What follows belongs to an exercise in optimizing a design on an open flow for small area and a short achievable clock period; a production flow would make more cautious choices.
Function was checked by simulation only, so behaviour that the tests miss may differ from the original.

$ cat flow/standard.sh
#!/bin/bash
# synth_recipe.tcl (not shown) runs the flow's synth.tcl, then flattens the netlist and writes it again
# the make line also repeats each setting of config.mk as NAME=value (left out here)
make -C /OpenROAD-flow-scripts/flow DESIGN_CONFIG=/design/flow/config.mk WORK_HOME=/design/flow/orfs CLKGATE_MAP_FILE= SYNTH_SCRIPT=/design/flow/synth_recipe.tcl "${@:-finish}"
$ cat flow/constraint.sdc
create_clock -name core_clock -period 70.0 [get_ports {clk}]
set_input_delay 14.0000 -clock core_clock [delete_from_list [all_inputs] [get_ports {clk}]]
set_output_delay 14.0000 -clock core_clock [all_outputs]
set_load 0.01 [all_outputs]
$ cat flow/flow/run.sh
#!/bin/bash
# Own flow: the standard layout (standard.sh), except that synthesis maps
# the logic with an area-oriented ABC script and does not extract full/half
# adder cells. Registers are mapped exactly as in the standard synthesis.
set -euo pipefail
here=$(pwd)
export OWN_ABC_SCRIPT=$here/flow/area.abc
bash standard.sh SYNTH_SCRIPT=$here/flow/synth.tcl ADDER_MAP_FILE= finish > $here/flow_make.log 2>&1
$ cat flow/design.v
module CS(clk, reset, X, Y);
	input clk, reset;
	input [7:0] X;
	output [9:0] Y;
	reg [7:0] X9;                    
	reg rq;                          
	reg [7:0] P1, P2, P3, P4, P5, P6, P7, P8;
	reg [10:0] T;                    
	reg [3:0] cnt;                   
	reg [9:0] Y;
	always @(negedge clk) begin
		X9 <= X;
		rq <= reset;
	end
	wire [7:0] sub = (cnt[3] ? P1 : 8'd0);
	wire [10:0] Tn;
	wire [11:0] S;
	wire [10:0] Ta;
	radd #(11) u_s(T, {3'b000, X9}, 1'b0, S[10:0], S[11]);
	wire tc;
	radd #(11) u_t(S[10:0], {3'b111, ~sub}, 1'b1, Tn, tc);
	always @(posedge clk) begin
		P1 <= P2; P2 <= P3; P3 <= P4; P4 <= P5;
		P5 <= P6; P6 <= P7; P7 <= P8; P8 <= X9;
		if (rq) begin
			T <= 11'd0;
			cnt <= 4'd0;
		end else begin
			T <= Tn;
			if (cnt != 4'd9)
				cnt <= cnt + 4'd1;
		end
		Y <= Yn;
	end
	wire [5:0] s1 = S[11:6];
	wire [6:0] v;
	radd #(6) u_v(s1, S[5:0], 1'b0, v[5:0], v[6]);
	reg [3:0] q2;
	always @(*) begin
		if (v >= 7'd90) q2 = 4'd10;
		else if (v >= 7'd81) q2 = 4'd9;
		else if (v >= 7'd72) q2 = 4'd8;
		else if (v >= 7'd63) q2 = 4'd7;
		else if (v >= 7'd54) q2 = 4'd6;
		else if (v >= 7'd45) q2 = 4'd5;
		else if (v >= 7'd36) q2 = 4'd4;
		else if (v >= 7'd27) q2 = 4'd3;
		else if (v >= 7'd18) q2 = 4'd2;
		else if (v >= 7'd9) q2 = 4'd1;
		else q2 = 4'd0;
	end
	wire [6:0] dq;                   
	wire dqc;
	radd #(6) u_dq({2'b00, q2}, ~s1, 1'b1, dq[5:0], dqc);
	assign dq[6] = ~dqc;
	wire [7:0] avg;
	wire ac;
	assign avg[2:0] = dq[2:0];
	radd #(5) u_avg(s1[4:0], {dq[6], dq[6:3]}, 1'b0, avg[7:3], ac);
	wire [8:0] le;
	cmple u_c1(P1, avg, le[0]);
	cmple u_c2(P2, avg, le[1]);
	cmple u_c3(P3, avg, le[2]);
	cmple u_c4(P4, avg, le[3]);
	cmple u_c5(P5, avg, le[4]);
	cmple u_c6(P6, avg, le[5]);
	cmple u_c7(P7, avg, le[6]);
	cmple u_c8(P8, avg, le[7]);
	cmple u_c9(X9, avg, le[8]);
	wire [8:0] b7 = {X9[7], P8[7], P7[7], P6[7], P5[7], P4[7], P3[7], P2[7], P1[7]};
	wire [8:0] b6 = {X9[6], P8[6], P7[6], P6[6], P5[6], P4[6], P3[6], P2[6], P1[6]};
	wire [8:0] b5 = {X9[5], P8[5], P7[5], P6[5], P5[5], P4[5], P3[5], P2[5], P1[5]};
	wire [8:0] b4 = {X9[4], P8[4], P7[4], P6[4], P5[4], P4[4], P3[4], P2[4], P1[4]};
	wire [8:0] b3 = {X9[3], P8[3], P7[3], P6[3], P5[3], P4[3], P3[3], P2[3], P1[3]};
	wire [8:0] b2 = {X9[2], P8[2], P7[2], P6[2], P5[2], P4[2], P3[2], P2[2], P1[2]};
	wire [8:0] b1 = {X9[1], P8[1], P7[1], P6[1], P5[1], P4[1], P3[1], P2[1], P1[1]};
	wire [8:0] b0 = {X9[0], P8[0], P7[0], P6[0], P5[0], P4[0], P3[0], P2[0], P1[0]};
	wire [8:0] c7 = le;
	wire a7 = |(c7 & b7); wire [8:0] c6 = c7 & (b7 | {9{~a7}});
	wire a6 = |(c6 & b6); wire [8:0] c5 = c6 & (b6 | {9{~a6}});
	wire a5 = |(c5 & b5); wire [8:0] c4 = c5 & (b5 | {9{~a5}});
	wire a4 = |(c4 & b4); wire [8:0] c3 = c4 & (b4 | {9{~a4}});
	wire a3 = |(c3 & b3); wire [8:0] c2 = c3 & (b3 | {9{~a3}});
	wire a2 = |(c2 & b2); wire [8:0] c1 = c2 & (b2 | {9{~a2}});
	wire a1 = |(c1 & b1); wire [8:0] c0 = c1 & (b1 | {9{~a1}});
	wire a0 = |(c0 & b0);
	wire [7:0] appr = {a7, a6, a5, a4, a3, a2, a1, a0};
	wire [11:0] Sa;
	wire sac;
	radd #(12) u_sa(S, {4'b0000, appr}, 1'b0, Sa, sac);
	wire [9:0] Yn;
	wire yc;
	radd #(10) u_y({1'b0, Sa[11:3]}, {2'b00, appr}, 1'b0, Yn, yc);
endmodule
module radd #(parameter W = 8) (a, b, ci, s, co);
	input [W-1:0] a, b;
	input ci;
	output [W-1:0] s;
	output co;
	wire [W:0] c;
	assign c[0] = ci;
	genvar i;
	generate for (i = 0; i < W; i = i + 1) begin : f
		assign s[i] = a[i] ^ b[i] ^ c[i];
		assign c[i+1] = (a[i] & b[i]) | (a[i] & c[i]) | (b[i] & c[i]);
	end endgenerate
	assign co = c[W];
endmodule
module cmple(x, y, le);
	input [7:0] x, y;
	output le;
	wire [8:0] br;
	assign br[0] = 1'b0;
	genvar k;
	generate for (k = 0; k < 8; k = k + 1) begin : h
		assign br[k+1] = (~y[k] & x[k]) | (~y[k] & br[k]) | (x[k] & br[k]);
	end endgenerate
	assign le = ~br[8];
endmodule
$ cat flow/flow/synth.tcl
# Standard synthesis (synth_recipe.tcl) with one change: ABC maps with an
# area-oriented script (flow/area.abc) instead of ORFS's own.
proc synth {args} { yosys synth -nofsm -noshare {*}$args }
proc abc {args} {
  set i [lsearch -exact $args -script]
  if {$i >= 0} { lset args [expr {$i + 1}] $::env(OWN_ABC_SCRIPT) }
  yosys abc {*}$args
}
source $::env(SCRIPTS_DIR)/synth.tcl
# left out here: clear keep_hierarchy, flatten, clean up, hide names made inside functions, write 1_2_yosys.v
$ cat flow/config.mk
export PLATFORM = sky130hd
export DESIGN_NAME = CS
export DESIGN_NICKNAME = CS
export VERILOG_FILES = /design/flow/design.v
export SDC_FILE = /design/flow/constraint.sdc
export NUM_CORES = 4
export LEC_CHECK = 0
export CAP_MARGIN = 20
export CORE_MARGIN = 2
export CORE_UTILIZATION = 40
export SLEW_MARGIN = 20
$ cat flow/flow/area.abc
strash
dch -f
amap
topo
==> impl_results.md, run 1 <==
* Initial antenna violation count at 0
* Worst Tran Pin Value at about 950 ps
* Count of cell types in the netlist at 34
* PortBufs at 19
* Filler Cell Count at between 1000 and 1500
* Util after Layout at 47.1%
* WS Path Type: flip-flop to flip-flop
* Post-CTS Setup Bufs at 0
* Max-slew violations at 0
* Initial Util at 40.7%
* Vias in the first global route at 4845
* Clock slew seen by the registers of the worst setup and hold paths at around 70 ps
* Remaining DRCs at 0
* Placer's final routability congestion estimate at 0.918
* Hold Buf Count CTS at 0
* Htree depth at 3
* Fin. Hold Viols at 0
* Most frequent cells in the layout: 145 x nor2_1, 105 x clkinv_1, 98 x dfxtp_1, 98 x o21ai_0, 88 x a21oi_1
* Final setup margin at 15280 ps
* Vias per cell at 5.48
* Synthesis Warnings at 1
* Clk_skew at 51.9 ps
* Final setup viols at 0
* Avg Cell Area, Syn at 6.98 um2
* Cell count after synthesis at around 730
* Critical path arrival at roughly 55000 ps
* Overflow after GRT at 0
* Flop2flop setup slack at 15280 ps
* Area grow syn2layout at 15.7%
* DR pass1 iterations at 13
* Most common cell after layout, fill and taps aside: nor2_1
* Core area at 12600 um2
* All-Layer GR Usage at between 20% and 30%
* Slowest-stage cell, CP: a2111oi_1
* N_diodes at 0
* Root Buffer: clkbuf_16
* CP Launch Type: flip-flop
* CP Data Required Time at 70300 ps
* Slew HR at a little over a third
* Top Registers: T (11), Y (10)
* Most used cell, CP: nor2_1
* First-pass GRT wire length at 23200 um
* Number of max-cap violations at 0
* Largest net degree at the start of global routing at 19
* Max reg flops at 11
* Mapped Area at 5120 um2
* Post-route ant nets at 0
* HPWL Detailed at 11100 um
* Num CTS Buffers at 9
* Pre-CTS WS at 15000 ps
* Syn Nets at 743
* Most flops, register: T
* Share of cells above drive strength 1 at a little over 3%
* Fin nets at approximately 800
* Total Wirelength at 14200 um
* Sequential fraction of the synthesis area at 38.3%
* Unrepaired setup endpoints after global routing: false
* # clock sinks at 98
* DR iter-0 viols at 556
* Cell total after placement at 931
* Die Height at between 100 and 150 um
* Worst setup EP type: flip-flop
* WP depth at 102
* Site Rows at just over 40
* Dominant delay contributor by cell family on the critical path: compound AO/OA/AOI/OAI gates
* Hold Path Class: flip-flop to flip-flop
* I/O pin count at 20
* Setup TNS at 0 ps
* FF+latch count, synth at 98
* CTS tree: yes
* Hold Crit Depth at 0
* Routed len/inst at 14.8 um
* Fin cells at approximately 960
* Die area at 13700 um2
* Worst skew pair latency at around 400 ps
* Outcome: no timing/DRC/antenna violations
* Clk buf depth at 2
* Worst reg-to-reg path cell count at 102
* CP bufs+invs at 10
* Via count at 5230
* Post-cts repair resize count at 0
* Max Fanout on Critical Path at 14
* Slowest stage delay, CP at 770 ps
* Die Width at between 100 and 150 um
-- synthesized netlist by cell type --
cell type  instances  area (um2)
o221ai_1          11        96.3
o31ai_1            1        7.51
nor2_1           145         544
nand4_1            1        6.26
a21oi_1           89         445
nor3_1             9        45.0
a211oi_1          12        90.1
nor2b_1            7        43.8
a311oi_1           1        8.76
o311a_1            1        10.0
a22oi_1            3        22.5
o21ai_0          102         510
clkinv_1          97         364
a2111oi_0          3        26.3
o21bai_1           6        45.0
nor4_1             2        12.5
nand3_1            3        15.0
o22a_1             2        17.5
o21a_1            17         128
and3_1             1        6.26
o41ai_1            1        8.76
o22ai_1           33         206
a31oi_1            1        6.26
or2_0              1        6.26
o221a_1            1        11.3
o211ai_1           1        7.51
a222oi_1          20         200
o32ai_1            1        8.76
a21boi_0           1        7.51
a22o_1             1        8.76
nand2_1           57         214
dfxtp_1           98        1960
a221oi_1           1        8.76
and2_0             3        18.8
-- layout make-up --
cell class	count	area, um2	share of cell area [%]
clock inverter	14	95.1	1.61
multi-input combinational	538	2810	47.4
tap	172	215	3.63
inverter	96	360	6.08
timing repair buffer	26	243	4.10
sequential	98	1960	33.1
clock buffer	11	243	4.10
-- worst register-to-register path: cells and delay by family, from the launching register on --
kind	cells	cell delay [ps]
compound gates	51	12220
simple gates	41	4610
buf+inv	10	2440
flops	1	340
-- per-stage QoR --
stage,cell area [um2],hold slack [ps]
after floorplan,5120,338
after global placement,5590,348
after detailed placement,5590,354
after CTS,5920,361
after global routing,5920,371
final,5920,357
-- metal layers --
| layer | global-route usage [%] | vias up | wire length [um] |
|---|---|---|---|
| met1 | 27.9 | 2314 | 6700 |
| met3 | 5.97 | 22 | 826 |
| li1 | - | 2723 | - |
| met2 | 35.1 | 171 | 6410 |
| met4 | 7.29 | 0 | 242 |
| met5 | 0 | - | 0 |
-- worst paths after layout --
path	from	to
max	X9[0]$_DFF_N_	Y[8]$_DFF_P_
min	P8[0]$_DFF_P_	P7[0]$_DFF_P_
max reg2reg	X9[0]$_DFF_N_	Y[8]$_DFF_P_
min reg2reg	P8[0]$_DFF_P_	P7[0]$_DFF_P_
-- logic make-up (layout without fill, tap and decap cells) --
logic type,Yosys count,count (layout),synth area share [%]
AOI/OAI and AO/OA,309,309,36.8
and+or+nand+nor,229,229,17.8
DFF,98,98,38.3
buffers and inverters,97,147,7.11
==> run 2: changes to the inputs <==
--- a/flow/flow/run.sh
+++ b/flow/flow/run.sh
@@ -5,4 +5,4 @@
 set -euo pipefail
 here=$(pwd)
 export OWN_ABC_SCRIPT=$here/flow/area.abc
-bash standard.sh SYNTH_SCRIPT=$here/flow/synth.tcl ADDER_MAP_FILE= finish > $here/flow_make.log 2>&1
+bash standard.sh SYNTH_SCRIPT=$here/flow/synth.tcl ADDER_MAP_FILE= BUFFER_PORTS_ARGS="-buffer_cell sky130_fd_sc_hd__buf_1" CTS_BUF_LIST="sky130_fd_sc_hd__clkbuf_4 sky130_fd_sc_hd__clkbuf_8" finish > $here/flow_make.log 2>&1
==> impl_results.md, run 2 <==
* Num CTS Buffers at 9
* Fin nets at 785
* Met1 Resource Use GR at 26.9%
* Worst setup EP type: flip-flop
* Reg area at 1960 um2
* Number of synthesized flops with an enable pin at 0
* Most used cell, CP: nor2_1
* GR Util met2 at 33.9%
* FF+latch count, synth at 98
* Clk buf depth at 2
* Count of cell types in the netlist at 34
* Hold Path Class: flip-flop to flip-flop
* All-Layer GR Usage at 20.4%
* Critical path arrival at roughly 56000 ps
* Top post-synthesis cells by area: dfxtp_1 38%, nor2_1 11%, o21ai_0 10%
* Htree depth at 3
* Number of max-cap violations at 0
* Via count at 5078
* Root Buffer: clkbuf_8
* Final setup margin at 14580 ps
* Crit Reg-Reg Startpoint: X9[0]$_DFF_N_
* Syn Nets at 743
* # clock sinks at 98
* Multi-input logic area at between 2000 and 3000 um2
* DR pass1 iterations at 8
* Max reg flops at 11
* Post-route ant nets at 0
* Hold Buf Count CTS at 0
* Overflow after GRT at 0
* Commonest cells in the netlist: 145 x nor2_1, 102 x o21ai_0, 98 x dfxtp_1
* Die area at 13700 um2
* Pre-CTS WS at between 10000 and 15000 ps
* Most frequent cells in the layout: 145 x nor2_1, 106 x clkinv_1, 99 x o21ai_0
* Filler Cell Count at 1324
* Met3 usage at 5.15%
* Mapped Area at 5120 um2
* Sequential fraction of the synthesis area at 38.3%
* PortBufs at 19
* Cell count after synthesis at 733
* Clock slew seen by the registers of the worst setup and hold paths at 100 ps
* Most common cell in the netlist: nor2_1
* Final setup viols at 0
* CP Data Required Time at roughly 70000 ps
* Post-CTS Setup Bufs at 0
* Avg Cell Area, Syn at 6.98 um2
* I/O pin count at 20
* WS Path Type: flip-flop to flip-flop
* Fin. Hold Viols at 0
* Most flops, register: T
* Max-slew violations at 0
* Slew HR at 27.3%
* Top Registers: T (11), Y (10)
* Ys flop type: dfxtp_1
* Ys async rst share at 0%
* Clk_skew at 31.9 ps
* Total Wirelength at 13500 um
* Worst Tran Pin Value at 1060 ps
* Remaining DRCs at 0
* N_diodes at 0
* Max Fanout on Critical Path at 14
* Fraction of post-synthesis cell area in the top cell type by area at 38.3%
* GR peak layer: met2
* Vias in the first global route at 4554
* Area grow syn2layout at 11.2%
* Slowest stage delay, CP at 840 ps
* DR iter-0 viols at approximately 500
* First-pass GRT wire length at between 20000 and 25000 um
* Initial antenna violation count at 0
* Most common cell after layout, fill and taps aside: nor2_1
* Synth area leader: dfxtp_1
* Worst skew pair latency at 410 ps
* R2r endpoint: Y[8]$_DFF_P_
* Worst setup path startpoint: X9[0]$_DFF_N_
* Site Rows at 41
* Core area at 12600 um2
* Die Height at between 100 and 150 um
* CP Capture Point: Y[8]$_DFF_P_
* Post-cts repair resize count at 0
* Vias per cell at 5.33
* Flop2flop setup slack at 14580 ps
* CP Launch Type: flip-flop
* CTS tree: yes
* Worst reg-to-reg path cell count at 90
* Routed len/inst at about 14 um
* Setup TNS at 0 ps
* Unrepaired setup endpoints after global routing: false
* HPWL Detailed at 10700 um
* Slowest-stage cell, CP: a2111oi_0
* Share of cells above drive strength 1 at 2.82%
* Initial Util at 40.7%
* Outcome: no timing/DRC/antenna violations
* Synthesis Warnings at 1
* Largest net degree at the start of global routing at 19
* Placer's final routability congestion estimate at 0.831
* Die Width at 117 um
-- run 2: worst min-delay path by stage --
| stage | from | end | slack, ps | cells after the start |
|---|---|---|---|---|
| CTS | P8[0]$_DFF_P_ | P7[0]$_DFF_P_ | 360 | 0 |
| global route | P8[0]$_DFF_P_ | P7[0]$_DFF_P_ | 370 | 0 |
| global placement | P3[0]$_DFF_P_ | P2[0]$_DFF_P_ | 350 | 0 |
| detailed placement | P8[0]$_DFF_P_ | P7[0]$_DFF_P_ | 340 | 0 |
| floorplan | P3[0]$_DFF_P_ | P2[0]$_DFF_P_ | 340 | 0 |
| finish | P8[0]$_DFF_P_ | P7[0]$_DFF_P_ | 360 | 0 |
-- run 2: cell type report --
type	count	share of cell area, %
Clock buffer	9	2.17
Clock inverter	16	1.93
Inverter	96	6.33
Multi-Input combinational cell	538	49.6
Sequential cell	98	34.4
Tap cell	172	3.78
Timing Repair Buffer	23	1.78
-- run 2: routing by layer --
| metal | vias to the layer above | wire length (um) |
|---|---|---|
| li1 | 2730 | - |
| met1 | 2220 | 6730 |
| met2 | 115 | 6040 |
| met3 | 13 | 558 |
| met4 | 0 | 127 |
| met5 | - | 0 |
-- run 2: kinds of logic (layout without fill, tap and decap cells) --
family	after synthesis	in the layout	share of synthesized area, %
AO/OA/AOI/OAI	309	309	36.8
AND/OR/NAND/NOR	229	229	17.8
flip-flops	98	98	38.3
buffers and inverters	97	144	7.11
-- run 2: worst max-delay path: cells and delay by family (launching register included) --
kind            cells  cell delay [ps]
compound gates     48            13870
simple gates       34             4070
buf+inv             8             2020
flops               1              350
-- run 2: metrics by stage --
stage	instances	cell area, um2	utilization, %	hold WS (ps)
floorplan	733	5120	-	338
global placement	928	5440	43.3	347
detailed placement	928	5440	43.3	343
CTS	952	5670	45.1	358
global route	952	5700	45.3	369
finish	952	5700	45.3	356
==> run 3: changes to the inputs <==
==> flow/flow/area.abc (replaced) <==
strash
ifraig
resub -K 8 -N 2
refactor -z
rewrite -z
&get -n
&deepsyn -T 60
&put
dch -f
amap
topo
==> impl_results.md, run 3 <==
* Outcome: no timing/DRC/antenna violations
* CTS tree: yes
* Core area at between 10000 and 15000 um2
* DR iter-0 viols at 314
* HPWL Detailed at 10200 um
* Initial antenna violation count at 0
* I/O pin count at 20
* Placer's final routability congestion estimate at 0.871
* Clock slew seen by the registers of the worst setup and hold paths at 90 ps
* Most frequent cells in the layout: 98 x dfxtp_1, 92 x o21ai_0, 91 x nor2_1
* Number of synthesized flops with an enable pin at 0
* Initial Util at 40.9%
* PortBufs at 19
* Share of cells above drive strength 1 at 3.29%
* Avg Cell Area, Syn at 7.22 um2
* Routed len/inst at 14.7 um
* Vias in the first global route at 4664
* Hold EP: P4[0]$_DFF_P_
* Post-route ant nets at 0
* Final setup viols at 0
* Met3 usage at under 10%
* Max-slew violations at 0
* Sequential fraction of the synthesis area at 40.1%
* FF+latch count, synth at 98
* Crit Reg-Reg Startpoint: X9[1]$_DFF_N_
* Hold Slack at 360 ps
* Cell total after placement at 852
* Die area at 13100 um2
* Clk_skew at 29.4 ps
* Critical path arrival at 57960 ps
* Hold Crit Depth at 0
* Top Registers: T (11), Y (10)
* Worst setup EP type: flip-flop
* Count of cell types in the netlist at 35
* DR pass1 iterations at 5
* CP Data Required Time at 70240 ps
* Most flops, register: T
* Most common cell in the netlist: dfxtp_1
* Hold Buf Count CTS at 0
* Die Height at 115 um
* Fin. Hold Viols at 0
* Synth area leader: dfxtp_1
* Number of max-cap violations at 0
* Mapped Area at 4890 um2
* Worst reg-to-reg path cell count at roughly 120
* Top post-synthesis cells by area: dfxtp_1 40%, o21ai_0 9.5%, a21oi_1 8.3%
* Cell count after synthesis at 677
* First-pass GRT wire length at roughly 21000 um
* Hold_sp: P5[0]$_DFF_P_
* Final setup margin at approximately 12000 ps
* Setup TNS at 0 ps
* Die Width at 115 um
* Vias per cell at 5.63
* # clock sinks at between 90 and 100
* Met1 Resource Use GR at between 20% and 30%
* Hold Path Class: flip-flop to flip-flop
* GR Util met2 at ~34%
* R2r endpoint: Y[8]$_DFF_P_
* Post-CTS Setup Bufs at 0
* Combinational family with the most area after synthesis: compound AO/OA/AOI/OAI gates
* Worst skew pair latency at 400 ps
* Commonest cells in the netlist: 98 x dfxtp_1, 93 x o21ai_0, 91 x nor2_1
* Clk buf depth at 2
* Overflow after GRT at 0
* WS Path Type: flip-flop to flip-flop
* Site Rows at 40
* Post-cts repair resize count at 0
* Worst Tran Pin Value at 987 ps
* All-Layer GR Usage at 20.6%
* Mux cell area share after synthesis at 0%
* Htree depth at 3
* Simple-gate area share of the yosys netlist at 17.5%
* Max reg flops at 11
* Post-Synth XOR/XNOR Area at less than 1%
* Area grow syn2layout at 11.1%
* Largest net degree at the start of global routing at 16
* Reg area at 1960 um2
* Total Wirelength at 12900 um
* GR peak layer: met2
* Ys async rst share at 0%
* Synth Area in Compound Gates at 36.1%
* Slew HR at 34.2%
* Pre-CTS WS at 12460 ps
* Max Fanout on Critical Path at 12
* Via count at 4931
* N_diodes at 0
* Fin nets at 734
* Slowest-stage cell, CP: a21oi_1
* Synthesis Warnings at 1
* Most common cell after layout, fill and taps aside: dfxtp_1
* Most used cell, CP: o21ai_0
* Ys flop type: dfxtp_1
* Flop2flop setup slack at 12280 ps
* Syn Nets at ~690
* Num CTS Buffers at 9
* Slowest stage delay, CP at 800 ps
* Fin cells at 876
* Unrepaired setup endpoints after global routing: false
* CP Launch Type: flip-flop
* Remaining DRCs at 0
* Root Buffer: clkbuf_8
* Multi-input logic area at 2630 um2
* Filler Cell Count at roughly 1200
* Synthesized-area fraction occupied by adder cells at 0%
* Fraction of post-synthesis cell area in the top cell type by area at 40.1%
==> run 3: worst max path at each step <==
stage | cells after the start | slack, ps | startpoint | to
floorplan | 117 | 16720 | X9[1]$_DFF_N_ | Y[8]$_DFF_P_
global placement | 119 | 13020 | X9[1]$_DFF_N_ | Y[8]$_DFF_P_
detailed placement | 119 | 12460 | X9[1]$_DFF_N_ | Y[8]$_DFF_P_
CTS | 119 | 12350 | X9[1]$_DFF_N_ | Y[8]$_DFF_P_
global route | 119 | 9460 | X9[1]$_DFF_N_ | Y[8]$_DFF_P_
finish | 119 | 12280 | X9[1]$_DFF_N_ | Y[8]$_DFF_P_
==> run 3: worst max-delay path: cells and delay by family (launching register included) <==
kind,cells,cell delay (ps)
flip-flops,1,410
AND/OR/NAND/NOR,42,6210
buffers and inverters,13,2900
AO/OA/AOI/OAI,64,12930
==> run 3: kinds of logic after synthesis <==
group,count (synthesis)
buffers and inverters,80
xor gates and xnor gates,1
AOI/OAI and AO/OA,289
DFF,98
and+or+nand+nor,209
==> run 3: layout make-up <==
cell class	instances	share of cell area, %
flip-flops and latches	98	36.1
clock buffers	9	2.28
well taps	147	3.38
multi-input cells	499	48.4
inverters	79	5.46
repair buffers	28	2.56
clock inverters	16	1.86
==> run 3: routing by layer <==
metal,wire [um],vias to the layer above
li1,-,2548
met1,6150,2250
met2,5920,114
met3,545,19
met4,251,0
met5,0,-
==> run 3: through the flow <==
stage	cell area (um2)	utilization, %
6_report	5440	45.4
3_5_place_dp	5210	43.6
4_1_cts	5440	45.4
5_1_grt	5440	45.4
2_1_floorplan	4890	-
3_3_place_gp	5210	43.6
==> run 4: changes to the inputs <==
==> flow/flow/run.sh (replaced) <==
#!/bin/bash
# Own flow: the standard layout (standard.sh), except that synthesis maps
# the logic with an area-oriented ABC script and does not extract full/half
# adder cells. Registers are mapped exactly as in the standard synthesis.
set -euo pipefail
here=$(pwd)
export OWN_ABC_SCRIPT=$here/flow/area.abc
bash standard.sh SYNTH_SCRIPT=$here/flow/synth.tcl ADDER_MAP_FILE= BUFFER_PORTS_ARGS="-buffer_cell sky130_fd_sc_hd__buf_1" CTS_BUF_LIST="sky130_fd_sc_hd__clkbuf_4 sky130_fd_sc_hd__clkbuf_8" SETUP_SLACK_MARGIN=20 finish > $here/flow_make.log 2>&1
==> flow/flow/area.abc (replaced) <==
strash
dch -f
amap
topo
==> impl_results.md, run 4 <==
* Outcome: no timing/DRC/antenna violations
* Remaining DRCs at 0
* Final setup margin at between 15000 and 20000 ps
* Vias per cell at 5.65
* Num CTS Buffers at 9
* Crit Reg-Reg Startpoint: X9[1]$_DFF_N_
* Die area at 13700 um2
* CTS tree: yes
* Hold_sp: P3[0]$_DFF_P_
* Commonest cells in the netlist: 145 x nor2_1, 102 x o21ai_0, 98 x dfxtp_1
* PortBufs at 19
* Fin nets at 873
* Syn Nets at around 740
* Slowest stage delay, CP at 450 ps
* Final setup viols at 0
* Worst Tran Pin Value at 763 ps
* Die Width at 117 um
* Via count at 5875
* Slowest-stage cell, CP: a222oi_1
* WS Path Type: flip-flop to flip-flop
* DR iter-0 viols at 480
* Hold Buf Count CTS at 0
* Site Rows at 41
* Post-route ant nets at 0
* Synthesis Warnings at 1
* Dominant delay contributor by cell family on the critical path: compound AO/OA/AOI/OAI gates
* Avg Cell Area, Syn at 6.98 um2
* Top post-synthesis cells by area: dfxtp_1 38%, nor2_1 11%, o21ai_0 10%
* Hold EP: P2[0]$_DFF_P_
* Routed len/inst at between 15 and 20 um
* Unrepaired setup endpoints after global routing: true
* Max-slew violations at 0
* Share of cells above drive strength 1 at between 30% and 40%
* Pre-CTS WS at 16350 ps
* Top Registers: T (11), Y (10)
* Most frequent cells in the layout: 114 x nor2_1, 95 x dfxtp_1, 88 x clkinv_1
* Ys async rst share at 0%
* Initial antenna violation count at 0
* Post-DP Area at 5500 um2
* Clk_skew at 27.6 ps
* Mapped Area at 5120 um2
* Cell count after synthesis at 733
* Most common cell after layout, fill and taps aside: nor2_1
* Ys flop type: dfxtp_1
* Hold Path Class: flip-flop to flip-flop
* Sequential fraction of the synthesis area at a little under two fifths
* Most common cell in the netlist: nor2_1
* Total Wirelength at roughly 18000 um
* Count of cell types in the netlist at 34
* First-pass GRT wire length at 25500 um
* Flop2flop setup slack at between 15000 and 20000 ps
* Worst skew pair latency at 410 ps
* Largest net degree at the start of global routing at 18
* HPWL Detailed at between 10000 and 15000 um
* Setup TNS at 0 ps
* Max reg flops at 11
* Number of max-cap violations at 0
* Area grow syn2layout at 42.7%
* Filler Cell Count at approximately 1100
* Clock slew seen by the registers of the worst setup and hold paths at 100 ps
* Core area at 12600 um2
* Placer's final routability congestion estimate at ~0.85
* WP depth at 103
* Most flops, register: T
* N_diodes at 0
* Initial Util at 40.7%
* Fraction of post-synthesis cell area in the top cell type by area at 38.3%
* Clk buf depth at 2
* Worst setup path startpoint: X9[1]$_DFF_N_
* I/O pin count at 20
* Number of synthesized flops with an enable pin at 0
* Slew HR at 48.6%
* FF+latch count, synth at 98
* Worst setup EP type: flip-flop
* Overflow after GRT at 0
* Htree depth at 3
* R2r endpoint: Y[8]$_DFF_P_
* Worst reg-to-reg path cell count at 103
* # clock sinks at 98
* DR pass1 iterations at 8
* Die Height at between 100 and 150 um
* Max Fanout on Critical Path at 8
* Critical path arrival at roughly 51000 ps
* Fin. Hold Viols at 0
* CP Launch Type: flip-flop
* Most used cell, CP: nor2_1
* CP Data Required Time at 70330 ps
* All-Layer GR Usage at approximately a quarter
* Synth area leader: dfxtp_1
* CP bufs+invs at 13
* Hold Crit Depth at 0
* Root Buffer: clkbuf_8
* Design area at 7310 um2
* Vias in the first global route at 5183
run 4: how the worst max path moves through the flow:
stage              endpoint
3_3_place_gp   Y[8]$_DFF_P_
3_5_place_dp   Y[8]$_DFF_P_
2_1_floorplan  Y[8]$_DFF_P_
5_1_grt        Y[8]$_DFF_P_
4_1_cts        Y[8]$_DFF_P_
6_report       Y[8]$_DFF_P_
run 4: per-layer routing:
layer	global-route usage, %	part of all wire (%)	vias to the layer above	wire length, um
met5	0	0	-	0
met4	10.2	3.3	0	569
met3	4.89	4.9	51	851
met2	41.8	50	210	8680
met1	29.1	42	2696	7400
li1	-	-	2918	-
run 4: what timing repair did:
| item | 4_1_cts | 5_1_grt |
|---|---|---|
| gates cloned | 8 | 2 |
| endpoints found under the hold margin | 0 | 0 |
| setup buffers | 38 | 42 |
| pin swaps | 37 | 99 |
| endpoints found under the setup margin | 10 | 10 |
| gates resized for setup | 152 | 138 |
run 4: layout make-up:
type | instances | area [um2] | share of cell area, %
Sequential cell | 98 | 1970 | 26.9
Timing Repair inverter | 4 | 21.3 | 0.291
Clock buffer | 10 | 131 | 1.80
Inverter | 96 | 414 | 5.67
Tap cell | 172 | 215 | 2.94
Multi-Input combinational cell | 544 | 3760 | 51.4
Timing Repair Buffer | 101 | 702 | 9.60
Clock inverter | 15 | 98.8 | 1.35
run 4: cell families (layout without fill, tap and decap cells):
kind of cell	count (synthesis)	after routing	synth area share [%]
compound gates	309	315	36.8
simple gates	229	229	17.8
flops	98	98	38.3
buf+inv	97	226	7.11
run 4: per-stage QoR:
stage / utilization, % / instances / hold slack, ps
6_report: 58.1 / 1040 / 362
5_1_grt: 58.1 / 1040 / 365
4_1_cts: 52.5 / 996 / 362
3_5_place_dp: 43.8 / 926 / 349
3_3_place_gp: 43.8 / 926 / 347
2_1_floorplan: - / 733 / 338
==> run 5: changes to the inputs <==
==> flow/run.sh (new file) <==
#!/bin/bash
# synth_recipe.tcl (not shown) runs the flow's synth.tcl, then flattens the netlist and writes it again
# the make line also repeats each setting of config.mk as NAME=value (left out here)
make -C /OpenROAD-flow-scripts/flow DESIGN_CONFIG=/design/flow/config.mk WORK_HOME=/design/flow/orfs CLKGATE_MAP_FILE= SYNTH_SCRIPT=/design/flow/synth_recipe.tcl finish
--- a/flow/config.mk
+++ b/flow/config.mk
@@ -5,6 +5,7 @@
 export SDC_FILE = /design/flow/constraint.sdc
 export NUM_CORES = 4
 export LEC_CHECK = 0
+export ABC_AREA = 1
 export CAP_MARGIN = 20
 export CORE_MARGIN = 2
 export CORE_UTILIZATION = 40
removed: flow/flow/run.sh
removed: flow/flow/area.abc
removed: flow/flow/synth.tcl
removed: flow/standard.sh
==> impl_results.md, run 5 <==
* Outcome: no timing/DRC/antenna violations
* Post-Synth XOR/XNOR Area at 0.942%
* Simple-gate area share of the yosys netlist at 31.7%
* # clock sinks at 98
* Syn Nets at 929
* Mapped Area at approximately 6400 um2
* Placer's final routability congestion estimate at 0.873
* Critical path arrival at 55020 ps
* Synth Area in Compound Gates at about a tenth
* Filler Cell Count at about 1600
* Most flops, register: T
* DR iter-0 viols at approximately 320
* Worst skew pair latency at 410 ps
* Hold_sp: P4[1]$_DFF_P_
* Avg Cell Area, Syn at 7.37 um2
* Routed len/inst at 14.2 um
* Htree depth at 3
* Slowest-stage cell, CP: fa_1
* Synthesis Warnings at 1
* Remaining DRCs at 0
* Cell total after placement at 1087
* Most common cell in the netlist: nand2_1
* Flop2flop setup slack at 15230 ps
* Fin. Hold Viols at 0
* Max Fanout on Critical Path at 15
* Worst setup EP type: flip-flop
* Clk buf depth at 2
* Top Registers: T (11), Y (10)
* Ys flop type: dfxtp_1
* Die Width at 130 um
* Hold Buf Count CTS at 0
* Total Wirelength at between 15000 and 20000 um
* Fin cells at between 1000 and 1500
* Initial Util at between 40% and 50%
* Top post-synthesis cells by area: dfxtp_1 31%, nand2_1 13%, fa_1 10%
* Worst reg-to-reg path cell count at 101
* Clk_skew at 58.9 ps
* Worst Tran Pin Value at 710 ps
* Die area at 17000 um2
* Vias per cell at 4.84
* HPWL Detailed at around 13000 um
* Most used cell, CP: nand2_1
* Mux cell area share after synthesis at 0%
* Setup TNS at 0 ps
* Hold Crit Depth at 0
* Initial antenna violation count at 0
* FF+latch count, synth at 98
* R2r endpoint: Y[8]$_DFF_P_
* Number of synthesized flops with an enable pin at 0
* Max reg flops at 11
* Overflow after GRT at 0
* Die Height at around 130 um
* Slowest stage delay, CP at 760 ps
* Slew HR at 52.6%
* Core area at roughly 16000 um2
* Largest net degree at the start of global routing at 19
* CP Launch Type: flip-flop
* Sequential fraction of the synthesis area at 30.8%
* Clock slew seen by the registers of the worst setup and hold paths at 70 ps
* Cell count after synthesis at around 870
* Share of cells above drive strength 1 at 11.4%
* Num CTS Buffers at 9
* First-pass GRT wire length at 26000 um
* Number of max-cap violations at 0
* Site Rows at 46
* Unrepaired setup endpoints after global routing: false
* Most frequent cells in the layout: 226 x nand2_1, 167 x inv_1, 98 x dfxtp_1
* Final setup viols at 0
* Fin nets at 954
* Via count at about 5400
* Vias in the first global route at 5084
* Combinational family with the most area after synthesis: simple AND/OR/NAND/NOR gates
* Commonest cells in the netlist: 226 x nand2_1, 159 x inv_1, 98 x dfxtp_1
* CP Data Required Time at between 70000 and 80000 ps
* Fraction of post-synthesis cell area in the top cell type by area at between 30% and 40%
* N_diodes at 0
* Post-CTS Setup Bufs at 0
* Hold Path Class: flip-flop to flip-flop
* Hold EP: P3[1]$_DFF_P_
* Area grow syn2layout at 11.4%
* Most common cell after layout, fill and taps aside: nand2_1
* Ys async rst share at 0%
* Crit Reg-Reg Startpoint: X9[0]$_DFF_N_
* Root Buffer: clkbuf_16
* All-Layer GR Usage at 19.7%
* Max-slew violations at 0
* I/O pin count at 20
* DR pass1 iterations at 5
* PortBufs at 19
* Synthesized-area fraction occupied by adder cells at between 10 and 15%
* WS Path Type: flip-flop to flip-flop
* Synth area leader: dfxtp_1
* Post-cts repair resize count at 0
* Post-route ant nets at 0
* CTS tree: yes
* Count of cell types in the netlist at 40
## run 5: cell count changes after synthesis, sizes merged, moves of 17 or more
cell / previous run / this run
a21boi: 1 / 18
a21oi: 89 / 18
a222oi: 20 / 0
a22oi: 3 / 20
clkinv: 97 / 4
fa: 0 / 33
ha: 0 / 21
inv: 0 / 166
nand2: 57 / 264
nand3: 3 / 81
nor2: 145 / 51
o21a: 17 / 0
o21ai: 102 / 19
## run 5: through the flow
| stage | utilization [%] | hold slack (ps) | instance area, um2 | setup slack [ps] |
|---|---|---|---|---|
| finish | 45.2 | 359 | 7100 | 15230 |
| CTS | 45.2 | 360 | 7100 | 15230 |
| floorplan | - | 331 | 6370 | 18040 |
| global route | 45.2 | 366 | 7100 | 13720 |
| global placement | 43.0 | 336 | 6750 | 15530 |
| detailed placement | 43.0 | 349 | 6750 | 15290 |
## run 5: worst max-delay path: cells and delay by family, from the launching register on
kind,cells,cell delay (ps)
compound gates,5,1210
fa+ha+maj,27,10530
buf+inv,13,1310
flops,1,400
simple gates,56,6130
## run 5: cell type report
| class | count | area, um2 | share of cell area [%] |
|---|---|---|---|
| clock buffer | 10 | 250 | 3.52 |
| clock inverter | 15 | 106 | 1.50 |
| inverter | 169 | 634 | 8.93 |
| multi-input combinational | 584 | 3690 | 51.9 |
| sequential | 98 | 1960 | 27.6 |
| tap | 216 | 270 | 3.81 |
| timing repair buffer | 19 | 190 | 2.68 |
## run 5: logic make-up (layout without fill, tap and decap cells)
family          after synthesis  after routing
xor+xnor                      6              6
buf+inv                     183            213
simple gates                418            418
fa+ha+maj                    55             55
flops                        98             98
compound gates              105            105
## run 5: how the worst max path moves through the flow
stage                             start      endpoint  slack (ps)  cells after the start
after detailed placement  X9[0]$_DFF_N_  Y[8]$_DFF_P_       15290                    101
after global routing      X9[0]$_DFF_N_  Y[8]$_DFF_P_       13720                    101
after global placement    X9[0]$_DFF_N_  Y[8]$_DFF_P_       15530                    101
after CTS                 X9[0]$_DFF_N_  Y[8]$_DFF_P_       15230                    101
after floorplan           X9[0]$_DFF_N_  Y[8]$_DFF_P_       18040                    107
final                     X9[0]$_DFF_N_  Y[8]$_DFF_P_       15230                    101
## run 5: per-layer routing
metal,global-route usage (%),part of all wire (%),vias to the layer above
met5,0,0,-
met4,5.76,1.5,0
met3,3.81,4.7,18
met2,30.7,44,132
met1,27.9,50,2441
li1,-,-,2781
==> run 6: changes to the inputs <==
--- a/flow/config.mk
+++ b/flow/config.mk
@@ -5,7 +5,6 @@
 export SDC_FILE = /design/flow/constraint.sdc
 export NUM_CORES = 4
 export LEC_CHECK = 0
-export ABC_AREA = 1
 export CAP_MARGIN = 20
 export CORE_MARGIN = 2
 export CORE_UTILIZATION = 40
==> impl_results.md, run 6 <==
* Outcome: no timing/DRC/antenna violations
* Most common cell after layout, fill and taps aside: dfxtp_1
* Routed len/inst at 22.6 um
* Critical path arrival at 56660 ps
* Simple-gate area share of the yosys netlist at 18.7%
* Fraction of post-synthesis cell area in the top cell type by area at 27.7%
* WS Path Type: flip-flop to flip-flop
* Synthesized-area fraction occupied by adder cells at around 15%
* Number of max-cap violations at 0
* FF+latch count, synth at between 90 and 100
* Overflow after GRT at 0
* Top post-synthesis cells by area: dfxtp_1 28%, fa_1 9.3%, inv_1 4.1%
* Area grow syn2layout at 9.55%
* Cell count after synthesis at 834
* Fin. Hold Viols at 0
* Final setup margin at 13600 ps
* Fin nets at 904
* Hold EP: P7[7]$_DFF_P_
* Worst Tran Pin Value at roughly 850 ps
* Pre-CTS WS at 13870 ps
* Total Wirelength at around 24000 um
* Hold Crit Depth at 0
* Root Buffer: clkbuf_16
* All-Layer GR Usage at a little over a quarter
* Hold_sp: P8[7]$_DFF_P_
* Via count at 6923
* Die area at 18800 um2
* Clock slew seen by the registers of the worst setup and hold paths at 70 ps
* DR pass1 iterations at 6
* CP Data Required Time at roughly 70000 ps
* CP bufs+invs at 10
* Remaining DRCs at 0
* Dominant delay contributor by cell family on the critical path: adder cells
* HPWL Detailed at 18700 um
* Syn Nets at 898
* PortBufs at 19
* # clock sinks at 98
* I/O pin count at 20
* Worst setup EP type: flip-flop
* Worst skew pair latency at 420 ps
* Placer's final routability congestion estimate at 1.01
* Worst reg-to-reg path cell count at 72
* Top Registers: T (11), Y (10)
* Crit Reg-Reg Startpoint: X9[0]$_DFF_N_
* N_diodes at 0
* Post-CTS Setup Bufs at 0
* Hold Path Class: flip-flop to flip-flop
* Ys async rst share at 0%
* First-pass GRT wire length at approximately 37000 um
* Commonest cells in the netlist: 98 x dfxtp_1, 77 x inv_1, 59 x nand2_1
* Slew HR at a little over two fifths
* Vias in the first global route at 6411
* DR iter-0 viols at 851
* Mapped Area at 7090 um2
* Ys flop type: dfxtp_1
* Flop2flop setup slack at 13600 ps
* Post-cts repair resize count at 0
* Slowest stage delay, CP at 720 ps
* Most flops, register: T
* Slowest-stage cell, CP: or4_1
* Htree depth at 3
* Site Rows at 48
* Most frequent cells in the layout: 98 x dfxtp_1, 85 x inv_1, 59 x nand2_1
* Initial Util at between 40% and 50%
* Most used cell, CP: fa_1
* Combinational family with the most area after synthesis: compound AO/OA/AOI/OAI gates
* Number of synthesized flops with an enable pin at 0
* Synth area leader: dfxtp_1
* Sequential fraction of the synthesis area at 27.7%
* Vias per cell at roughly 6.5
* Mux cell area share after synthesis at 1.39%
* CTS tree: yes
* R2r endpoint: Y[8]$_DFF_P_
* Final setup viols at 0
* Die Height at 137 um
* Avg Cell Area, Syn at between 8 and 9 um2
* Hold Buf Count CTS at 0
* Clk buf depth at 2
* Most common cell in the netlist: dfxtp_1
* Num CTS Buffers at 9
* Initial antenna violation count at 0
* Max-slew violations at 0
* Synth Area in Compound Gates at around 28%
* Core area at 17300 um2
* Largest net degree at the start of global routing at 26
* Max Fanout on Critical Path at 25
* Post-Synth XOR/XNOR Area at 1.89%
* Setup TNS at 0 ps
* Die Width at 137 um
* Clk_skew at between 50 and 60 ps
* Unrepaired setup endpoints after global routing: false
* Synthesis Warnings at 1
* Post-route ant nets at 0
* Count of cell types in the netlist at 95
* Share of cells above drive strength 1 at roughly 7%
* Max reg flops at 11
* CP Launch Type: flip-flop
-- run 6: cell count changes in the layout (fill, tap and decap cells not counted), sizes merged, moves of 27 or more --
cell   change
a21oi     +27
o21ai     +31
nand2    -205
nand3     -56
inv       -85
-- run 6: stage by stage --
step / utilization, % / instances / cell area, um2 / hold WS [ps]
6_report: 44.9 / 1070 / 7770 / 374
5_1_grt: 44.9 / 1070 / 7770 / 385
2_1_floorplan: - / 834 / 7090 / 329
4_1_cts: 44.9 / 1070 / 7770 / 373
3_3_place_gp: 43.0 / 1046 / 7440 / 363
3_5_place_dp: 43.0 / 1046 / 7440 / 363
-- run 6: worst max-delay path by stage --
stage	start	endpoint	cells past startpoint
finish	X9[0]$_DFF_N_	Y[8]$_DFF_P_	72
global route	X9[0]$_DFF_N_	Y[8]$_DFF_P_	72
CTS	X9[0]$_DFF_N_	Y[8]$_DFF_P_	72
detailed placement	X9[0]$_DFF_N_	Y[8]$_DFF_P_	72
global placement	X9[0]$_DFF_N_	Y[8]$_DFF_P_	72
floorplan	X9[0]$_DFF_N_	Y[8]$_DFF_P_	74
-- run 6: area by class of cell --
cell class	instances	area (um2)
inverters	79	297
well taps	225	282
clock buffers	9	225
multi-input cells	618	4660
flip-flops and latches	98	1960
clock inverters	16	108
repair buffers	25	235
fillers	1716	9530
-- run 6: metal layers --
layer	vias up	global-route usage (%)	wire [um]	part of all wire, %
li1	3113	-	-	-
met1	3347	36.8	10600	44
met2	403	41.0	10700	44
met3	60	5.48	2150	8.9
met4	0	9.45	663	2.7
met5	-	0	0	0
-- run 6: cell families after synthesis --
family	after synthesis
multiplexers	9
AO/OA/AOI/OAI	274
adder cells (fa/ha/maj)	70
AND/OR/NAND/NOR	253
buffers and inverters	118
XOR/XNOR	12
flip-flops	98
==> run 7: changes to the inputs <==
--- a/flow/design.v
+++ b/flow/design.v
@@ -8,6 +8,7 @@
 	reg [10:0] T;                    
 	reg [3:0] cnt;                   
 	reg [9:0] Y;
+	wire [9:0] Yn;                   
 	always @(negedge clk) begin
 		X9 <= X;
 		rq <= reset;
@@ -85,12 +86,23 @@
 	wire a1 = |(c1 & b1); wire [8:0] c0 = c1 & (b1 | {9{~a1}});
 	wire a0 = |(c0 & b0);
 	wire [7:0] appr = {a7, a6, a5, a4, a3, a2, a1, a0};
-	wire [11:0] Sa;
-	wire sac;
-	radd #(12) u_sa(S, {4'b0000, appr}, 1'b0, Sa, sac);
-	wire [9:0] Yn;
-	wire yc;
-	radd #(10) u_y({1'b0, Sa[11:3]}, {2'b00, appr}, 1'b0, Yn, yc);
+	wire [4:0] ah = appr[7:3];
+	wire [2:0] al = appr[2:0];
+	wire [9:0] W;
+	wire [9:0] W1;                    
+	wire w1c, wc;
+	radd #(9) u_w1(S[11:3], {4'b0000, ah}, 1'b0, W1[8:0], w1c);
+	assign W1[9] = w1c;
+	radd #(7) u_w(W1[9:3], {2'b00, ah}, 1'b0, W[9:3], wc);
+	assign W[2:0] = W1[2:0];
+	wire [2:0] cbs;
+	wire cb;
+	radd #(3) u_cb(S[2:0], al, 1'b0, cbs, cb);
+	wire [2:0] L;
+	wire lc;
+	radd #(3) u_l(W[2:0], al, cb, L, lc);
+	wire [6:0] Winc = W[9:3] + 7'd1;
+	assign Yn = {lc ? Winc : W[9:3], L};
 endmodule
 module radd #(parameter W = 8) (a, b, ci, s, co);
 	input [W-1:0] a, b;
==> flow/flow/run.sh (new file) <==
#!/bin/bash
# Own flow: the standard layout (standard.sh), except that synthesis maps
# the logic with an area-oriented ABC script and does not extract full/half
# adder cells. Registers are mapped exactly as in the standard synthesis.
set -euo pipefail
here=$(pwd)
export OWN_ABC_SCRIPT=$here/flow/area.abc
bash standard.sh SYNTH_SCRIPT=$here/flow/synth.tcl ADDER_MAP_FILE= BUFFER_PORTS_ARGS="-buffer_cell sky130_fd_sc_hd__buf_1" CTS_BUF_LIST="sky130_fd_sc_hd__clkbuf_4 sky130_fd_sc_hd__clkbuf_8" finish > $here/flow_make.log 2>&1
==> flow/flow/area.abc (new file) <==
strash
ifraig
resub -K 8 -N 2
refactor -z
rewrite -z
&get -n
&deepsyn -T 60
&put
dch -f
amap
topo
==> flow/flow/synth.tcl (new file) <==
# Standard synthesis (synth_recipe.tcl) with one change: ABC maps with an
# area-oriented script (flow/area.abc) instead of ORFS's own.
proc synth {args} { yosys synth -nofsm -noshare {*}$args }
proc abc {args} {
  set i [lsearch -exact $args -script]
  if {$i >= 0} { lset args [expr {$i + 1}] $::env(OWN_ABC_SCRIPT) }
  yosys abc {*}$args
}
source $::env(SCRIPTS_DIR)/synth.tcl
# left out here: clear keep_hierarchy, flatten, clean up, hide names made inside functions, write 1_2_yosys.v
==> flow/standard.sh (new file) <==
#!/bin/bash
# synth_recipe.tcl (not shown) runs the flow's synth.tcl, then flattens the netlist and writes it again
# the make line also repeats each setting of config.mk as NAME=value (left out here)
make -C /OpenROAD-flow-scripts/flow DESIGN_CONFIG=/design/flow/config.mk WORK_HOME=/design/flow/orfs CLKGATE_MAP_FILE= SYNTH_SCRIPT=/design/flow/synth_recipe.tcl "${@:-finish}"
removed: flow/run.sh
==> impl_results.md, run 7 <==
* DR iter-0 viols at approximately 440
* Simple-gate area share of the yosys netlist at between 15 and 20%
* HPWL Detailed at 11300 um
* Clk buf depth at 2
* Synthesis Warnings at 1
* Largest net degree at the start of global routing at 18
* Most used cell, CP: o21ai_0
* FF+latch count, synth at 98
* Num CTS Buffers at 9
* Most common cell after layout, fill and taps aside: nor2_1
* WS Path Type: flip-flop to flip-flop
* Slowest-stage cell, CP: o21ai_0
* Die Height at 115 um
* Filler Cell Count at 1186
* Total Wirelength at 14200 um
* Worst setup EP type: flip-flop
* Clock slew seen by the registers of the worst setup and hold paths at 90 ps
* Mapped Area at 4890 um2
* Most frequent cells in the layout: 109 x nor2_1, 102 x o21ai_0, 98 x dfxtp_1
* Worst reg-to-reg path cell count at 109
* Mux cell area share after synthesis at 0%
* Post-CTS Setup Bufs at 0
* Hold Path Class: flip-flop to flip-flop
* Worst Tran Pin Value at 1010 ps
* Syn Nets at 687
* Post-cts repair resize count at 0
* All-Layer GR Usage at 22.6%
* Synthesized-area fraction occupied by adder cells at 0%
* Root Buffer: clkbuf_8
* Initial Util at 40.9%
* Post-route ant nets at 0
* Post-Synth XOR/XNOR Area at 0%
* Slowest stage delay, CP at slightly above 800 ps
* Routed len/inst at 16.3 um
* Most common cell in the netlist: nor2_1
* Ys flop type: dfxtp_1
* Max Fanout on Critical Path at 15
* Vias in the first global route at 4625
* Site Rows at 40
* Overflow after GRT at 0
* DR pass1 iterations at 7
* Combinational family with the most area after synthesis: compound AO/OA/AOI/OAI gates
* N_diodes at 0
* Reg area at 1960 um2
* Pre-CTS WS at 13500 ps
* Most flops, register: T
* Initial antenna violation count at 0
* Max reg flops at 11
* Multi-input logic area at 2620 um2
* Setup TNS at 0 ps
* Hold Buf Count CTS at 0
* Worst skew pair latency at roughly 400 ps
* Unrepaired setup endpoints after global routing: false
* Fin nets at 728
* Vias per cell at about 5.7
* Outcome: no timing/DRC/antenna violations
* First-pass GRT wire length at 23200 um
* Final setup margin at between 10000 and 15000 ps
* Sequential fraction of the synthesis area at approximately two fifths
* CP Data Required Time at 70300 ps
* Via count at roughly 5000
* Fraction of post-synthesis cell area in the top cell type by area at between 40% and 50%
* CTS tree: yes
* Max-slew violations at 0
* Top Registers: T (11), Y (10)
* Count of cell types in the netlist at 32
* Hold Slack at 357 ps
* Area grow syn2layout at 10.6%
* Number of synthesized flops with an enable pin at 0
* Design area at 5410 um2
* Die area at 13100 um2
* Synth Area in Compound Gates at 36.5%
* Final setup viols at 0
* Htree depth at 3
* I/O pin count at 20
* Clk_skew at between 30 and 40 ps
* Avg Cell Area, Syn at 7.23 um2
* Share of cells above drive strength 1 at ~2.6%
* CP Launch Type: flip-flop
* Slew HR at a little under a third
* Hold Crit Depth at 0
* Synth area leader: dfxtp_1
* PortBufs at 19
* Placer's final routability congestion estimate at 0.937
* Top post-synthesis cells by area: dfxtp_1 40%, o21ai_0 10%, nor2_1 8.4%
* Ys async rst share at 0%
* Die Width at 115 um
* Util after Layout at 45.2%
* Remaining DRCs at 0
* # clock sinks at 98
* Post-DP Area at 5170 um2
* Cell count after synthesis at 677
* Number of max-cap violations at 0
* Core area at 12000 um2
* Commonest cells in the netlist: 109 x nor2_1, 102 x o21ai_0, 98 x dfxtp_1
* Critical path arrival at 57530 ps
* Fin. Hold Viols at 0
[run 7: cell types whose count changed in the layout (fill, tap and decap cells not counted), moves of 21 or more]
| cell | previous run | this run |
|---|---|---|
| a21oi_1 | 44 | 66 |
| ha_1 | 21 | 0 |
| inv_1 | 85 | 0 |
| nor2_1 | 54 | 109 |
| nand3_1 | 24 | 0 |
| clkinv_1 | 1 | 90 |
| fa_1 | 33 | 0 |
| o21ai_0 | 41 | 102 |
[run 7: logic make-up (layout without fill, tap and decap cells)]
logic type,count (synthesis),after routing
compound gates,290,290
simple gates,207,207
flops,98,98
buf+inv,82,128
[run 7: path summary, 6_finish.rpt]
kind / from / to / slack (ps)
worst min register to register: P7[0]$_DFF_P_ / P6[0]$_DFF_P_ / 360
worst min-delay path: P7[0]$_DFF_P_ / P6[0]$_DFF_P_ / 360
worst max register to register: X9[1]$_DFF_N_ / Y[7]$_DFF_P_ / 12770
worst max-delay path: X9[1]$_DFF_N_ / Y[7]$_DFF_P_ / 12770
[run 7: worst max-delay path, delay by kind of cell, from the launching register on]
family / cells / cell delay, ps
buf+inv: 13 / 3310
simple gates: 41 / 5150
compound gates: 55 / 13250
flops: 1 / 330
[run 7: routing by layer]
metal,routed length (um),GRT usage [%],vias to the layer above
met1,6530,29.4,2203
li1,-,-,2526
met5,0,0,-
met2,6290,35.9,213
met3,789,4.61,47
met4,578,11.0,0
[run 7: stage by stage]
stage | std cells
3_5_place_dp | 846
6_report | 870
4_1_cts | 870
5_1_grt | 870
2_1_floorplan | 677
3_3_place_gp | 846
[run 7: area by class of cell]
| class | instances | area share (%) |
|---|---|---|
| clock buffer | 11 | 2.68 |
| inverter | 81 | 5.62 |
| clock inverter | 14 | 1.80 |
| tap | 147 | 3.40 |
| sequential | 98 | 36.3 |
| multi-input combinational | 497 | 48.5 |
| timing repair buffer | 22 | 1.73 |
==> run 8: changes to the inputs <==
==> flow/flow/run.sh (replaced) <==
#!/bin/bash
# Own flow: the standard layout (standard.sh) with these changes:
# - synthesis maps the logic with an area-oriented ABC script (flow/area.abc)
#   and does not extract full/half adder cells; registers are mapped exactly
#   as in the standard synthesis (flow/synth.tcl);
# - ports are buffered with buf_1 and the clock tree uses clkbuf_4/clkbuf_8.
set -euo pipefail
here=$(pwd)
export OWN_ABC_SCRIPT=$here/flow/area.abc
bash standard.sh SYNTH_SCRIPT=$here/flow/synth.tcl ADDER_MAP_FILE= BUFFER_PORTS_ARGS="-buffer_cell sky130_fd_sc_hd__buf_1" CTS_BUF_LIST="sky130_fd_sc_hd__clkbuf_4 sky130_fd_sc_hd__clkbuf_8"  finish > $here/flow_make.log 2>&1
==> flow/flow/area.abc (replaced) <==
strash
dch -f
amap
topo
==> impl_results.md, run 8 <==
* Outcome: no timing/DRC/antenna violations
* CP bufs+invs at 14
* Most flops, register: T
* Max Fanout on Critical Path at 13
* Clock slew seen by the registers of the worst setup and hold paths at about 100 ps
* FF+latch count, synth at 98
* Mapped Area at 5190 um2
* Root Buffer: clkbuf_8
* WL met2 at 6550 um
* Most common cell after layout, fill and taps aside: nor2_1
* Vias in the first global route at 4895
* Top post-synthesis cells by area: dfxtp_1 38%, nor2_1 12%, o21ai_0 9.1%
* Post-route ant nets at 0
* Unrepaired setup endpoints after global routing: false
* Area grow syn2layout at 10.7%
* Worst Tran Pin Value at between 1000 and 1500 ps
* Htree depth at 3
* Sequential fraction of the synthesis area at 37.8%
* Worst skew pair latency at 410 ps
* Final setup viols at 0
* Fraction of post-synthesis cell area in the top cell type by area at 37.8%
* CTS tree: yes
* HPWL Detailed at 11300 um
* First-pass GRT wire length at between 20000 and 25000 um
* Share of cells above drive strength 1 at 2.77%
* Initial antenna violation count at 0
* Overflow after GRT at 0
* Die Height at 118 um
* Via count at roughly 5300
* Post-CTS Setup Bufs at 0
* Placer's final routability congestion estimate at 0.903
* Max-slew violations at 0
* Num CTS Buffers at 9
* Hold Path Class: flip-flop to flip-flop
* Number of synthesized flops with an enable pin at 0
* Post-cts repair resize count at 0
* Number of max-cap violations at 0
* Cell count after synthesis at 746
* CP Data Required Time at between 70000 and 80000 ps
* Fin cells at 967
* DR pass1 iterations at 7
* Most common cell in the netlist: nor2_1
* Vias per cell at 5.44
* Filler Cell Count at 1301
* Largest net degree at the start of global routing at 18
* Ys async rst share at 0%
* Setup TNS at 0 ps
* Slowest stage delay, CP at 830 ps
* Design area at between 5000 and 6000 um2
* N_diodes at 0
* WS Path Type: flip-flop to flip-flop
* Initial Util at 41.1%
* Die area at ~14000 um2
* Most frequent cells in the layout: 168 x nor2_1, 98 x dfxtp_1, 94 x o21ai_0
* Hold Buf Count CTS at 0
* Syn Nets at 756
* M1 wire length at 6920 um
* Fin. Hold Viols at 0
* Ys flop type: dfxtp_1
* CP Launch Type: flip-flop
* DR iter-0 viols at 523
* Core area at 12600 um2
* Avg Cell Area, Syn at 6.95 um2
* Max reg flops at 11
* Fin nets at 800
* All-Layer GR Usage at 21.1%
* Clk_skew at 39.2 ps
* Dominant delay contributor by cell family on the critical path: compound AO/OA/AOI/OAI gates
* Slew HR at between 20% and 30%
* Post-DP Area at between 5000 and 6000 um2
* # clock sinks at a little under 100
* Worst setup EP type: flip-flop
* Slowest-stage cell, CP: o21ai_0
* Site Rows at 41
* Die Width at around 120 um
* Remaining DRCs at 0
* WL met3 at between 500 and 600 um
* Commonest cells in the netlist: 168 x nor2_1, 98 x dfxtp_1, 94 x o21ai_0
* Synth area leader: dfxtp_1
* Total Wirelength at 14300 um
* Critical path arrival at 54790 ps
* Clk buf depth at 2
* I/O pin count at 20
* Count of cell types in the netlist at 35
* PortBufs at 19
* Top Registers: T (11), Y (10)
* Most used cell, CP: o21ai_0
* Routed len/inst at 14.8 um
* Top routing layer used: met4
* Cell total after placement at 943
* Synthesis Warnings at 1
-- run 8: cell types whose count changed after synthesis, moves of 7 or more --
cell	before	now
a222oi_1	5	16
o211ai_1	10	1
o21ai_0	102	94
a22oi_1	23	8
a211oi_1	3	10
nor2_1	109	168
a21oi_1	66	88
nor2b_1	5	12
o21bai_1	2	9
a221oi_1	12	3
-- run 8: metrics by stage --
stage	util, %	hold slack, ps	setup slack, ps
2_1_floorplan	-	346	18810
3_3_place_gp	43.7	367	16510
3_5_place_dp	43.7	363	16030
4_1_cts	45.5	375	15960
5_1_grt	45.5	386	12950
6_report	45.5	372	15540
-- run 8: cells by family after synthesis --
logic type / Yosys count / synth area share [%]
compound gates: 302 / 36.1
simple gates: 264 / 20.2
flops: 98 / 37.8
buf+inv: 82 / 5.93
-- run 8: metal layers --
layer  track usage (%)  up-vias
li1                  -     2752
met1              27.8     2350
met2              34.8      139
met3              3.78       22
met4              6.85        0
met5                 0        -
-- run 8: layout make-up --
cell class,count,area (um2),share of cell area (%)
Clock buffer,9,124,2.16
Clock inverter,16,100,1.74
Inverter,81,304,5.30
Multi-Input combinational cell,566,2920,50.9
Sequential cell,98,1960,34.2
Tap cell,172,215,3.75
Timing Repair Buffer,25,116,2.03
-- run 8: final timing paths --
check,slack (ps),start,depth (start not counted),to
max,15540,X9[0]$_DFF_N_,96,Y[8]$_DFF_P_
min,370,P7[6]$_DFF_P_,0,P6[6]$_DFF_P_
max reg2reg,15540,X9[0]$_DFF_N_,96,Y[8]$_DFF_P_
min reg2reg,370,P7[6]$_DFF_P_,0,P6[6]$_DFF_P_
